This design comes from an exercise in tuning for small area, a short achievable clock period and few clock cycles per item on the open sky130 flow, not from production work. No activity file was given, so power comes from the tool's default toggle rates.

==> flow/design.v <==
`timescale 1ns / 1ps
module register_bank(
	input clock,
	input we,
	input [4:0] wa,
	input [31:0] wd,
	input [4:0] ra,
	input [4:0] rb,
	output reg [31:0] qa,
	output reg [31:0] qb
	);
reg [31:0] r [1:31];
genvar g;
generate
	for (g = 1; g < 32; g = g + 1) begin : wr
		always @(posedge clock)
			if (we && wa == g)
				r[g] <= wd;
	end
endgenerate
integer i;
always @* begin
	qa = 32'b0;
	qb = 32'b0;
	for (i = 1; i < 32; i = i + 1) begin
		qa = qa | ({32{ra == i}} & r[i]);
		qb = qb | ({32{rb == i}} & r[i]);
	end
end
endmodule
`timescale 1ns / 1ps
module alu(
	input [31:0] a,
	input [31:0] b,       
	input [31:0] sh_b,    
	input sub,
	input sel_add,
	input sel_logic,
	input sel_shift,
	input sel_slt,
	input [1:0] lop,
	input sltu,
	input sleft,
	input sarith,
	input sfull,
	output [31:0] sum,
	output [31:0] y
	);
wire [31:0] bx = b ^ {32{sub}};
wire [32:0] s33 = {1'b0, a} + {1'b0, bx} + {32'b0, sub};
assign sum = s33[31:0];
wire lt = sltu ? ~s33[32] : ((a[31] ^ b[31]) ? a[31] : s33[31]);
reg [31:0] lg;
always @* begin
	case (lop)
		2'b00: lg = a & b;
		2'b01: lg = a | b;
		2'b10: lg = a ^ b;
		default: lg = ~(a | b);
	endcase
end
wire fill = sarith & a[31];
wire big = sfull & (|sh_b[31:5]);
reg [31:0] xin, xout;
integer k;
always @* begin
	for (k = 0; k < 32; k = k + 1)
		xin[k] = sleft ? a[31-k] : a[k];
end
wire [63:0] xs = {{32{fill}}, xin} >> sh_b[4:0];
always @* begin
	for (k = 0; k < 32; k = k + 1)
		xout[k] = sleft ? xs[31-k] : xs[k];
end
wire [31:0] shr = big ? {32{fill}} : xout;
assign y = ({32{sel_add}} & sum)
         | ({32{sel_logic}} & lg)
         | ({32{sel_shift}} & shr)
         | {31'b0, sel_slt & lt};
endmodule
`timescale 1ns / 1ps
module MIPS_DLX(
	input clock,
	input reset,
	output [9:0] imem_addr,
	input [31:0] imem_data,
	output [9:0] dmem_addr,
	output [31:0] dmem_wdata,
	output dmem_we,
	input [31:0] dmem_rdata
	);
reg        e_wen;           
reg [4:0]  e_wa;
reg        e_load, e_store, e_br, e_bne, e_pt;
reg [9:0]  e_alt;           
reg [31:0] e_a, e_b;
reg [15:0] e_imm;
reg        e_useimm, e_sext;
reg        e_sub, e_sadd, e_slog, e_ssh, e_sslt, e_sltu, e_sleft, e_sarith, e_sfull;
reg [1:0]  e_lop;
wire [31:0] e_bop = e_useimm ? {{16{e_sext & e_imm[15]}}, e_imm} : e_b;
wire [31:0] alu_sum, alu_y;
alu ALU (
	.a(e_a), .b(e_bop), .sh_b(e_b),
	.sub(e_sub), .sel_add(e_sadd), .sel_logic(e_slog), .sel_shift(e_ssh), .sel_slt(e_sslt),
	.lop(e_lop), .sltu(e_sltu), .sleft(e_sleft), .sarith(e_sarith), .sfull(e_sfull),
	.sum(alu_sum), .y(alu_y)
	);
assign dmem_addr  = alu_sum[9:0];
assign dmem_wdata = e_b;
assign dmem_we    = e_store;
wire [31:0] e_res = e_load ? dmem_rdata : alu_y;
wire e_taken = e_bne ^ (e_a == e_b);
wire mispredict = e_br & (e_taken ^ e_pt);
reg [9:0] pc;
assign imem_addr = pc;
wire [31:0] ins = imem_data;
wire [5:0] op = ins[31:26];
wire [4:0] rs = ins[25:21];
wire [4:0] rt = ins[20:16];
wire [4:0] rd = ins[15:11];
wire [5:0] fn = ins[5:0];
wire d_rtype = ~op[5] & ~op[3] & ~op[2] & ~op[1];
wire d_j     = ~op[5] & ~op[3] & ~op[2] &  op[1];
wire d_br    = ~op[5] & ~op[3] &  op[2];
wire d_immal = ~op[5] &  op[3];
wire d_load  =  op[5] & ~op[3];
wire d_store =  op[5] &  op[3];
wire [4:0] d_wa = d_rtype ? rd : rt;
wire d_wen = (d_rtype | d_immal | d_load) & (d_wa != 5'd0);
wire valid = ~mispredict;
wire [31:0] rf_a, rf_b;
register_bank RF (
	.clock(clock),
	.we(e_wen), .wa(e_wa), .wd(e_res),
	.ra(rs), .rb(rt),
	.qa(rf_a), .qb(rf_b)
	);
wire byp_a = e_wen & (e_wa == rs);
wire byp_b = e_wen & (e_wa == rt);
wire [31:0] d_a = byp_a ? e_res : rf_a;
wire [31:0] d_b = byp_b ? e_res : rf_b;
wire [9:0] pc_inc = pc + 10'd1;
wire [9:0] pc_br  = pc + ins[9:0];
wire d_pt = ins[9] | (op[0] ^ (rs == rt));
reg [9:0] pc_next;
always @* begin
	if (mispredict)            pc_next = e_alt;
	else if (d_j)              pc_next = ins[9:0];
	else if (d_br & d_pt)      pc_next = pc_br;
	else                       pc_next = pc_inc;
end
always @(posedge clock) begin
	if (reset)
		pc <= 10'd0;
	else
		pc <= pc_next;
end
always @(posedge clock) begin
	if (reset) begin
		e_wen   <= 1'b0;
		e_load  <= 1'b0;
		e_store <= 1'b0;
		e_br    <= 1'b0;
	end else begin
		e_wen   <= valid & d_wen;
		e_load  <= valid & d_load;
		e_store <= valid & d_store;
		e_br    <= valid & d_br;
	end
end
always @(posedge clock) begin
	e_wa     <= d_wa;
	e_bne    <= op[0];
	e_pt     <= d_pt;
	e_alt    <= d_pt ? pc_inc : pc_br;
	e_a      <= d_a;
	e_b      <= d_b;
	e_imm    <= ins[15:0];
	e_useimm <= ~d_rtype;
	e_sext   <= ~(d_immal & op[2]);
	e_sub    <= d_rtype ? fn[1] : (d_immal & ~op[2] & op[1]);
	e_sadd   <= d_rtype ? (fn[5] & ~fn[3] & ~fn[2]) : ~(d_immal & (op[2] | op[1]));
	e_slog   <= d_rtype ? (fn[5] & ~fn[3] & fn[2]) : (d_immal & op[2]);
	e_ssh    <= d_rtype & ~fn[5];
	e_sslt   <= d_rtype ? (fn[5] & fn[3]) : (d_immal & ~op[2] & op[1]);
	e_lop    <= d_rtype ? fn[1:0] : op[1:0];
	e_sltu   <= d_rtype & fn[0];
	e_sleft  <= ~fn[1];
	e_sarith <= fn[0];
	e_sfull  <= ~fn[2];
end
endmodule
export LEC_CHECK = 0
export ABC_CLOCK_PERIOD_IN_PS = 4000
export CAP_MARGIN = 20
export CORE_MARGIN = 2
export CORE_UTILIZATION = 40
export SETUP_SLACK_MARGIN = 5
export SLEW_MARGIN = 20
create_clock -name core_clock -period 9.0 [get_ports {clock}]
run.sh (not shown) runs the stock make flow with config.mk's settings and CLKGATE_MAP_FILE= SYNTH_SCRIPT=/design/flow/synth_recipe.tcl, a recipe that flattens the netlist after the stock synthesis.
==> next run, changes <==
ABC_CLOCK_PERIOD_IN_PS = unset   (was 4000)
SETUP_SLACK_MARGIN = unset   (was 5)
After rerunning:
- worst hold slack is better by 0.0064 ns
- critical path depth rose by 1
- register-to-register slack is worse by 2.0 ns
- design area fell by a few percent
- clock skew rose by 0.0095 ns
- core utilization fell by 3.1 points
- total power fell by a few percent
- wire length fell by a few percent
Function was not checked in any run of this note: the RTL went through the layout flow alone.

separate check: timing with driven ports:
The results above use ideal ports. As a check the final layouts listed here were re-extracted and re-timed, cells and wires unchanged.
Step 1 assumes that a clkbuf_16 drives the clock port and a buf_2 every other input.
Step 2 moves the port delays by t, midway between the first and last clock arrival at a register: inputs arrive t later, outputs are due t later. That takes back most of the time a late clock gives input paths.
Three values: ideal ports, drivers, drivers and shift; two values: the first two.
| run | t, ns | setup WS [ns] | worst hold slack (ns) | worst slew at a driven data input, ns | cell pins on the clock port's net |
|---|---|---|---|---|---|
| the first run | 0.803 | 3.912 / 3.837 / 4.072 | 0.466 / 0.466 / 0.466 | 0.19 | 1 |
| the second run | 0.813 | 2.708 / 2.708 / 2.708 | 0.472 / 0.472 / 0.472 | 0.20 | 1 |
After both steps every run listed still meets setup and hold.
